Background: an optimization exercise with open tools, aiming at small area, a short achievable clock period and few clock cycles. Do not read the settings as production practice.
At most, simulation tests tie the RTL to the original design; equivalence was not proved.
Power is estimated from default activity; no workload was simulated.

== run a ==
## MultiCPU
module MultiCPU(
    input clk,
    input reset,
    input [31:0] Data_in,
    output mem_w,
    output [2:0] RAMCtrl,
    output [31:0] Data_out,
    output [31:0] Addr_out
    );
Size: about 100 I/O pins.
export LEC_CHECK = 0
export CAP_MARGIN = 30
export CORE_MARGIN = 2
export CORE_UTILIZATION = 40
export SLEW_MARGIN = 30
export SYNTH_HIERARCHICAL = 1
export SYNTH_MINIMUM_KEEP_SIZE = 0
create_clock -name core_clock -period 13.0 [get_ports {clk}]
standard.sh (not shown) runs the stock make flow with config.mk's settings and CLKGATE_MAP_FILE= SYNTH_SCRIPT=/design/flow/synth_recipe.tcl, a recipe that flattens the netlist after the stock synthesis.
==> flow/flow/run.sh <==
#!/bin/bash
# Layout flow: the standard flow (standard.sh) with three changes to how the layout
# is made: timing repair aims at a larger setup slack than 0 (so it keeps shortening the
# critical paths), the port buffers are plain buffers instead of delay buffers, and clock
# tree synthesis adds no dummy loads. The clock, its period and the I/O constraints are
# the design's, unchanged.
set -euo pipefail
bash standard.sh synth > synth.log 2>&1
bash standard.sh SETUP_SLACK_MARGIN=8.8 "BUFFER_PORTS_ARGS=-buffer_cell sky130_fd_sc_hd__buf_4" \
  "CTS_ARGS=-sink_clustering_enable -repair_clock_nets -dont_use_dummy_load -buf_list sky130_fd_sc_hd__clkbuf_8 -root_buf sky130_fd_sc_hd__clkbuf_16" finish > layout.log 2>&1
The following lists how run b was set up differently from run a:
-- flow/design.v --
<<< run a, line 197
    wire [31:0] btarget = NPCD + {simm[30:0], 1'b0};
    wire d_pt = pt(IR);
    wire d_adv = IRV & ~e_stall;
    wire d_jr  = (r_jr | r_jalr) & (rt == 5'd0) & ~(e_wr & (rdE == rs));
>>> run b, line 197
    wire [31:0] btarget = NPCD + {simm[30:0], 1'b0};
    wire d_pt = pt(IR);
    wire br_pt = isBr & (imm[15:7] == 9'h1ff);       
    wire d_adv = IRV & ~e_stall;
    wire d_jr  = (r_jr | r_jalr) & (rt == 5'd0) & ~(e_wr & (rdE == rs));
<<< run a, line 205
                      r_shi ? {27'h0, sa} :
                      b_rt ? rtv : simm;
    wire [31:0] alt_d = isSt ? rtv : (isBr & ~imm[15]) ? btarget : NPCD;
    wire [5:0] rsel_d;
    assign rsel_d[1] = r_log | i_log;
>>> run b, line 206
                      r_shi ? {27'h0, sa} :
                      b_rt ? rtv : simm;
    wire [31:0] alt_d = isSt ? rtv : (isBr & ~br_pt) ? btarget : NPCD;
    wire [5:0] rsel_d;
    assign rsel_d[1] = r_log | i_log;
<<< run a, line 218
    wire [2:0] mode_d = op[2] ? {2'b10, op[0]} : op[1] ? {2'b00, ~op[0]} : {2'b11, op[0]};
    function pt(input [31:0] w);
        pt = ((w[31:26] == 6'b000100 || w[31:26] == 6'b000101 || w[31:26] == 6'b000001) && w[15])
           || w[31:27] == 5'b00001;
    endfunction
    wire [31:0] FA2 = FA + 32'd2;
    wire        fpt = pt(Data_in);
    wire [17:0] flo = {1'b0, FA[16:1], 1'b1} + {1'b0, Data_in[15:0], 1'b1};
    wire [14:0] fhi_p = FA[31:17] + 15'd1;
    wire [14:0] fhi_m = FA[31:17] - 15'd1;
    wire [14:0] fhi = flo[17] ? (Data_in[15] ? FA[31:17] : fhi_p) :
                                (Data_in[15] ? fhi_m : FA[31:17]);
    wire [31:0] ftarget = (Data_in[31:27] == 5'b00001) ? {FA2[31:27], Data_in[25:0], 1'b0} :
                          {fhi, flo[16:1], 1'b0};
    wire full     = ~d_adv & IRV & SKV;
    wire room     = ~full & ~(d_adv & SKV & pt(SK)) & ~(~d_adv & IRV & ~SKV & d_pt);
>>> run b, line 219
    wire [2:0] mode_d = op[2] ? {2'b10, op[0]} : op[1] ? {2'b00, ~op[0]} : {2'b11, op[0]};
    function pt(input [31:0] w);
        pt = ((w[31:26] == 6'b000100 || w[31:26] == 6'b000101 || w[31:26] == 6'b000001) &&
              w[15:7] == 9'h1ff)
           || w[31:27] == 5'b00001;
    endfunction
    wire [31:0] FA2 = FA + 32'd2;
    wire        fpt = pt(Data_in);
    wire [7:0]  flo;
    wire        fco;
    ADD8C1 flo_add(.a(FA[8:1]), .b(Data_in[7:0]), .s(flo), .co(fco));
    wire [22:0] fhi_m = FA[31:9] - 23'd1;
    wire [31:0] ftarget = (Data_in[31:27] == 5'b00001) ? {FA2[31:27], Data_in[25:0], 1'b0} :
                          {fco ? FA[31:9] : fhi_m, flo, 1'b0};
    wire full     = ~d_adv & IRV & SKV;
    wire room     = ~full & ~(d_adv & SKV & pt(SK)) & ~(~d_adv & IRV & ~SKV & d_pt);
<<< run a, line 317
            brE <= isBr;
            brkE <= {isBgez, isBne};
            predE <= imm[15];
            jrE <= (r_jr | r_jalr) & ~d_jr;
            off1E <= (imm == 16'h0001);
>>> run b, line 318
            brE <= isBr;
            brkE <= {isBgez, isBne};
            predE <= br_pt;
            jrE <= (r_jr | r_jalr) & ~d_jr;
            off1E <= (imm == 16'h0001);
<<< run a, line 325
    end
endmodule
>>> run b, line 326
    end
endmodule
module ADD8C1(input [7:0] a, input [7:0] b, output [7:0] s, output co);
    wire [7:0] g = a & b;
    wire [7:0] p = a ^ b;
    wire [7:0] g0 = {g[7:1], g[0] | p[0]};
    wire [7:0] p0 = p;
    wire [7:0] g1, p1, g2, p2, g3;
    genvar i;
    generate
        for (i = 0; i < 8; i = i + 1) begin : l1
            if (i >= 1) begin : x
                assign g1[i] = g0[i] | (p0[i] & g0[i-1]);
                assign p1[i] = p0[i] & p0[i-1];
            end else begin : y
                assign g1[i] = g0[i];
                assign p1[i] = p0[i];
            end
        end
        for (i = 0; i < 8; i = i + 1) begin : l2
            if (i >= 2) begin : x
                assign g2[i] = g1[i] | (p1[i] & g1[i-2]);
                assign p2[i] = p1[i] & p1[i-2];
            end else begin : y
                assign g2[i] = g1[i];
                assign p2[i] = p1[i];
            end
        end
        for (i = 0; i < 8; i = i + 1) begin : l3
            if (i >= 4) begin : x
                assign g3[i] = g2[i] | (p2[i] & g2[i-4]);
            end else begin : y
                assign g3[i] = g2[i];
            end
        end
    endgenerate
    assign s = p ^ {g3[6:0], 1'b1};
    assign co = g3[7];
endmodule
Looking at run b and run a, the final design utilization is a wash.
Run a has a higher design area than run b.
Run b vs run a: delay contributed by the slowest stage of the critical path up in run b
Going from run a to run b, share of power burned in combinational logic went down 0.5 points, clock buffer count has decreased.
Die area | run b below run a
In run b the implementation ran to completion but is not tape-out ready, as the final checks report antenna rules.
Diff run b..run a | worst hold slack | negligible
~same non-filler instance count after layout in run b and run a
Setup fix buffers added after clock tree synthesis grows by more than a quarter when moving from run a to run b.
Run b ends up with a first-pass GRT wire length that is 1.4% lower than in run a.
No functional check of the RTL was part of any run of this note.

## job 3265
Another version of the RTL of MultiCPU (not shown whole).
Size in the first run: ~100 I/O pins, roughly 69000 sq um of cells after synthesis.
export LEC_CHECK = 0
export CAP_MARGIN = 30
export CORE_MARGIN = 2
export CORE_UTILIZATION = 40
export SLEW_MARGIN = 30
export SYNTH_HIERARCHICAL = 1
export SYNTH_MINIMUM_KEEP_SIZE = 0
create_clock -name core_clock -period 13.0 [get_ports {clk}]
Scripts as last shown in full above: flow/flow/run.sh
Testbench counts of job 3265, summed over its fixed seeds: cycles 44,251.
The following lists how job 2000 was set up differently from job 3265:
--- a/flow/design.v
+++ b/flow/design.v
@@ -124,15 +124,14 @@
     reg        mw_r;
     reg [2:0]  rc_r;
     reg [31:0] IR, SK;
     reg [31:0] NPCD;     
     reg        IRV, SKV;
     reg        EV;
     reg [31:0] A, B, ALT;
-    reg [31:0] DO;       
     reg        bypA, bypB, bypT;
     reg [4:0]  rdE;
     reg        weE, memE, stE, phE;
     reg [2:0]  modeE;
     reg        subE, sltuE, slE, sraE;
     reg [1:0]  lopE;
     reg [5:0]  rselE;
@@ -140,15 +139,15 @@
     reg [1:0]  brkE;     
     reg [31:0] R;
     reg [4:0]  rdW;
     reg        weW;
     assign Addr_out = AR;
     assign mem_w    = mw_r;
     assign RAMCtrl  = rc_r;
-    assign Data_out = DO;
+    assign Data_out = ALT;
     wire [31:0] ea = bypA ? R : A;
     wire [31:0] eb = bypB ? R : B;
     wire [31:0] res, sum;
     wire eq;
     ALU alu(.A(ea), .B(eb), .ALT(ALT), .sub(subE), .lop(lopE), .sltu(sltuE), .sl(slE),
             .sra(sraE), .rsel(rselE), .res(res), .sum(sum), .eq(eq));
     wire e_stall = EV & memE & ~phE;                  
@@ -293,15 +292,14 @@
     end
     always @(posedge clk) begin
         A <= rsv;
         B <= b_d;
         bypA <= e_wr & (rdE == rs);
         bypB <= e_wr & (rdE == rt) & b_rt;
         R <= memE ? Data_in : res;
-        DO <= bypT ? R : ALT;
         rdW <= rdE;
         if (!e_stall) begin
             ALT <= alt_d;
             bypT <= e_wr & (rdE == rt);
             rdE <= wa_d;
             weE <= we_d & (wa_d != 5'd0);
             memE <= isMem;
@@ -314,10 +312,12 @@
             lopE <= lop_d;
             rselE <= rsel_d;
             brE <= isBr;
             brkE <= {isBgez, isBne};
             predE <= imm[15];
             jrE <= (r_jr | r_jalr) & ~d_jr;
             off1E <= (imm == 16'h0001);
+        end else if (bypT) begin
+            ALT <= R;            
         end
     end
 endmodule
## What came out
Global-route wire length before repair delta (job 2000 − job 3265): favourable. Summary: with job 3265 as the reference, cell count after synthesis in job 2000 moved up slightly. For job 3265, the master of the slowest instance on the critical path was or3_4, unlike job 2000, where it was o311a_4. From job 3265 to job 2000 the numbers moved as follows: clock sink count decreased 32, clock transition at the register clock pins on the worst setup and hold paths after CTS closely matched the old numbers, logic gate share of total power higher.
Testbench counts of job 2000, summed over its fixed seeds: cycles 44,251.

## old
MultiCPU, a different RTL version from the one above (not shown whole).
For scale: ~5600 cells after synthesis, ~1400 flip-flops, roughly 100 I/O pins, roughly 72000 sq um of cells after synthesis.
## MultiCPU
module MultiCPU(
    input clk,
    input reset,
    input [31:0] Data_in,
    output mem_w,
    output [2:0] RAMCtrl,
    output [31:0] Data_out,
    output [31:0] Addr_out
    );
    reg [31:0] AR;       
    reg [31:0] FA;       
    reg        isdata;   
    reg        mw_r;
    reg [2:0]  rc_r;
    reg [31:0] IR, SK;
    reg [31:0] NPCD;     
    reg        IRV, SKV;
    reg [6:0]  IRD;      
    reg        EV;
    reg [31:0] A, B, ALT;
    reg [31:0] DO;       
    reg        bypA, bypB, bypT;
    reg [4:0]  rdE;
    reg        weE, memE, stE, phE;
    reg [2:0]  modeE;
    reg        subE, sltuE, slE, sraE;
    reg [1:0]  lopE;
    reg [5:0]  rselE;
    reg        brE, predE, jrE, off1E;
    reg [1:0]  brkE;     
    reg [31:0] R;
    reg [4:0]  rdW;
    reg        weW;
    assign Addr_out = AR;
    assign mem_w    = mw_r;
    assign RAMCtrl  = rc_r;
    assign Data_out = DO;
    wire [31:0] ea = bypA ? R : A;
    wire [31:0] eb = bypB ? R : B;
    wire [31:0] res, sum;
    ALU alu(.A(ea), .B(eb), .ALT(ALT), .sub(subE), .lop(lopE), .sltu(sltuE), .sl(slE),
            .sra(sraE), .rsel(rselE), .D(Data_in), .dsel(memE), .res(res), .sum(sum));
    wire eqAB = (A == B);
    wire eqRB = (R == B);
  ...
Settings: LEC_CHECK=0, CAP_MARGIN=10, CORE_MARGIN=2, CORE_UTILIZATION=40, SLEW_MARGIN=10, SYNTH_HIERARCHICAL=1, SYNTH_MINIMUM_KEEP_SIZE=0; clock period 13.0 ns.
==> flow/flow/run.sh <==
#!/bin/bash
# Layout flow: the standard flow (standard.sh) with three changes to how the layout
# is made: timing repair aims at a larger setup slack than 0 (so it keeps shortening the
# critical paths), the port buffers are plain buffers instead of delay buffers, and clock
# tree synthesis adds no dummy loads. The clock, its period and the I/O constraints are
# the design's, unchanged.
set -euo pipefail
bash standard.sh synth > synth.log 2>&1
bash standard.sh SETUP_SLACK_MARGIN=8.8 "BUFFER_PORTS_ARGS=-buffer_cell sky130_fd_sc_hd__buf_4" \
  "CTS_ARGS=-sink_clustering_enable -repair_clock_nets -dont_use_dummy_load" finish > layout.log 2>&1
Here is what was changed in the inputs of new compared with old.
--- a/flow/design.v
+++ b/flow/design.v
@@ -244,19 +244,21 @@
     wire sltu_d = isR ? fn[0] : op[0];
     wire [2:0] mode_d = op[2] ? {2'b10, op[0]} : op[1] ? {2'b00, ~op[0]} : {2'b11, op[0]};
     function pt(input [31:0] w);
         pt = ((w[31:26] == 6'b000100 || w[31:26] == 6'b000101 || w[31:26] == 6'b000001) &&
               w[15:7] == 9'h1ff)
            || w[31:27] == 5'b00001;
     endfunction
     wire [31:0] FA2 = FA + 32'd2;
     wire        fpt = pt(Data_in);
-    wire [9:0]  flo = {1'b0, FA[8:1], 1'b1} + {1'b0, Data_in[7:0], 1'b1};
+    wire [9:0]  flo;
+    ADD8C1 flo_add(.a(FA[8:1]), .b(Data_in[7:0]), .s(flo[8:1]), .co(flo[9]));
+    assign flo[0] = 1'b0;
     wire [22:0] fhi_m, fhi;
     DEC23 fdec(.a(FA[31:9]), .y(fhi_m));
     MUX2X23 fhi_mux(.s(flo[9]), .a(FA[31:9]), .b(fhi_m), .y(fhi));
     wire [31:0] ftarget;
     MUX2X32 ft_mux(.s(Data_in[31:27] == 5'b00001), .a({FA2[31:27], Data_in[25:0], 1'b0}),
                    .b({fhi, flo[8:1], 1'b0}), .y(ftarget));
     wire full     = ~d_adv & IRV & SKV;
     wire room     = ~full & ~(d_adv & SKV & sk_d[6]) & ~(~d_adv & IRV & ~SKV & d_pt);
     wire fetch_ok = ~isdata & ~e_redirect & ~d_jrr & room;
@@ -361,9 +363,46 @@
 module MUX2X32(input s, input [31:0] a, input [31:0] b, output [31:0] y);
     assign y = s ? a : b;
 endmodule
 module MUX2X23(input s, input [22:0] a, input [22:0] b, output [22:0] y);
     assign y = s ? a : b;
 endmodule
 module DEC23(input [22:0] a, output [22:0] y);
     assign y = a - 23'd1;
 endmodule
+module ADD8C1(input [7:0] a, input [7:0] b, output [7:0] s, output co);
+    wire [7:0] g = a & b;
+    wire [7:0] p = a ^ b;
+    wire [7:0] g0 = {g[7:1], g[0] | p[0]};
+    wire [7:0] p0 = p;
+    wire [7:0] g1, p1, g2, p2, g3;
+    genvar i;
+    generate
+        for (i = 0; i < 8; i = i + 1) begin : l1
+            if (i >= 1) begin : x
+                assign g1[i] = g0[i] | (p0[i] & g0[i-1]);
+                assign p1[i] = p0[i] & p0[i-1];
+            end else begin : y
+                assign g1[i] = g0[i];
+                assign p1[i] = p0[i];
+            end
+        end
+        for (i = 0; i < 8; i = i + 1) begin : l2
+            if (i >= 2) begin : x
+                assign g2[i] = g1[i] | (p1[i] & g1[i-2]);
+                assign p2[i] = p1[i] & p1[i-2];
+            end else begin : y
+                assign g2[i] = g1[i];
+                assign p2[i] = p1[i];
+            end
+        end
+        for (i = 0; i < 8; i = i + 1) begin : l3
+            if (i >= 4) begin : x
+                assign g3[i] = g2[i] | (p2[i] & g2[i-4]);
+            end else begin : y
+                assign g3[i] = g2[i];
+            end
+        end
+    endgenerate
+    assign s = p ^ {g3[6:0], 1'b1};
+    assign co = g3[7];
+endmodule
==> summary.txt <==
new: no failed stages, no open violations at the end
Remaining antenna violation count came out exactly the same in new and old.
new vs. old: final area went up by 0.49%.
new vs. old: cell area after synthesis was more or less identical; synthesis-to-finish area growth higher.
new — depth of the critical timing path with buffers and inverters included 3 lower, old as reference
new vs. old: switching power total increased by about 2.2% relative to the old numbers; data required time at the worst endpoint did not really move.
Between new and old, the endpoint arrival time on the critical path is lower for new.
Compared with old, new shows distinct cell type count of the synthesized netlist that has gone up by a little under 10%.
old -> new: number of register bits inferred by synthesis delta 0, exact match
new vs. old: delay of the slowest cell on the worst path went up, non-filler instance count after layout went up.
Compared with old, in new worst setup slack after layout increased 0.14 ns; time the final worst path needs with I/O delays and setup decreased 0.14 ns.
No run of this note included a check of the RTL's function; only the layout flow was run.

==> what the ideal ports hide <==
How much do the figures lean on ideal ports? The routed layouts below were timed once more, with nothing changed but the port constraints.
Step 1 assumes that a clkbuf_16 drives the clock port and a buf_2 every other input.
Step 2 times the ports against the registers' clock, not the clock port: input delays grow and output delays shrink by t, the midpoint of the rising clock arrivals with the driver on.
Slacks: no drivers / after step 1 / after step 2; pairs: no drivers / after step 1.
| run | t, ns | setup WS [ns] | clock arrival spread, ns | worst slew at a driven data input, ns | pins driven straight from the clock port |
|---|---|---|---|---|---|
| run a | 0.852 | 8.306 / 8.336 / 7.484 | 0.155 / 0.155 | 0.07 | 1 |
| run b | 0.854 | 8.012 / 8.046 / 7.192 | 0.186 / 0.186 | 0.06 | 1 |
| job 3265 | 0.885 | 8.541 / 8.541 / 7.717 | 0.155 / 0.155 | 0.10 | 1 |
| job 2000 | 0.875 | 8.532 / 8.568 / 7.693 | 0.160 / 0.159 | 0.06 | 1 |
| old | 0.854 | 8.405 / 8.432 / 7.581 | 0.130 / 0.129 | 0.07 | 1 |
| new | 0.860 | 8.545 / 8.545 / 7.715 | 0.094 / 0.094 | 0.07 | 1 |
For job 2000, which loses most, drivers alone change the setup slack by +0.036 ns; drivers and shift together by -0.839 ns.
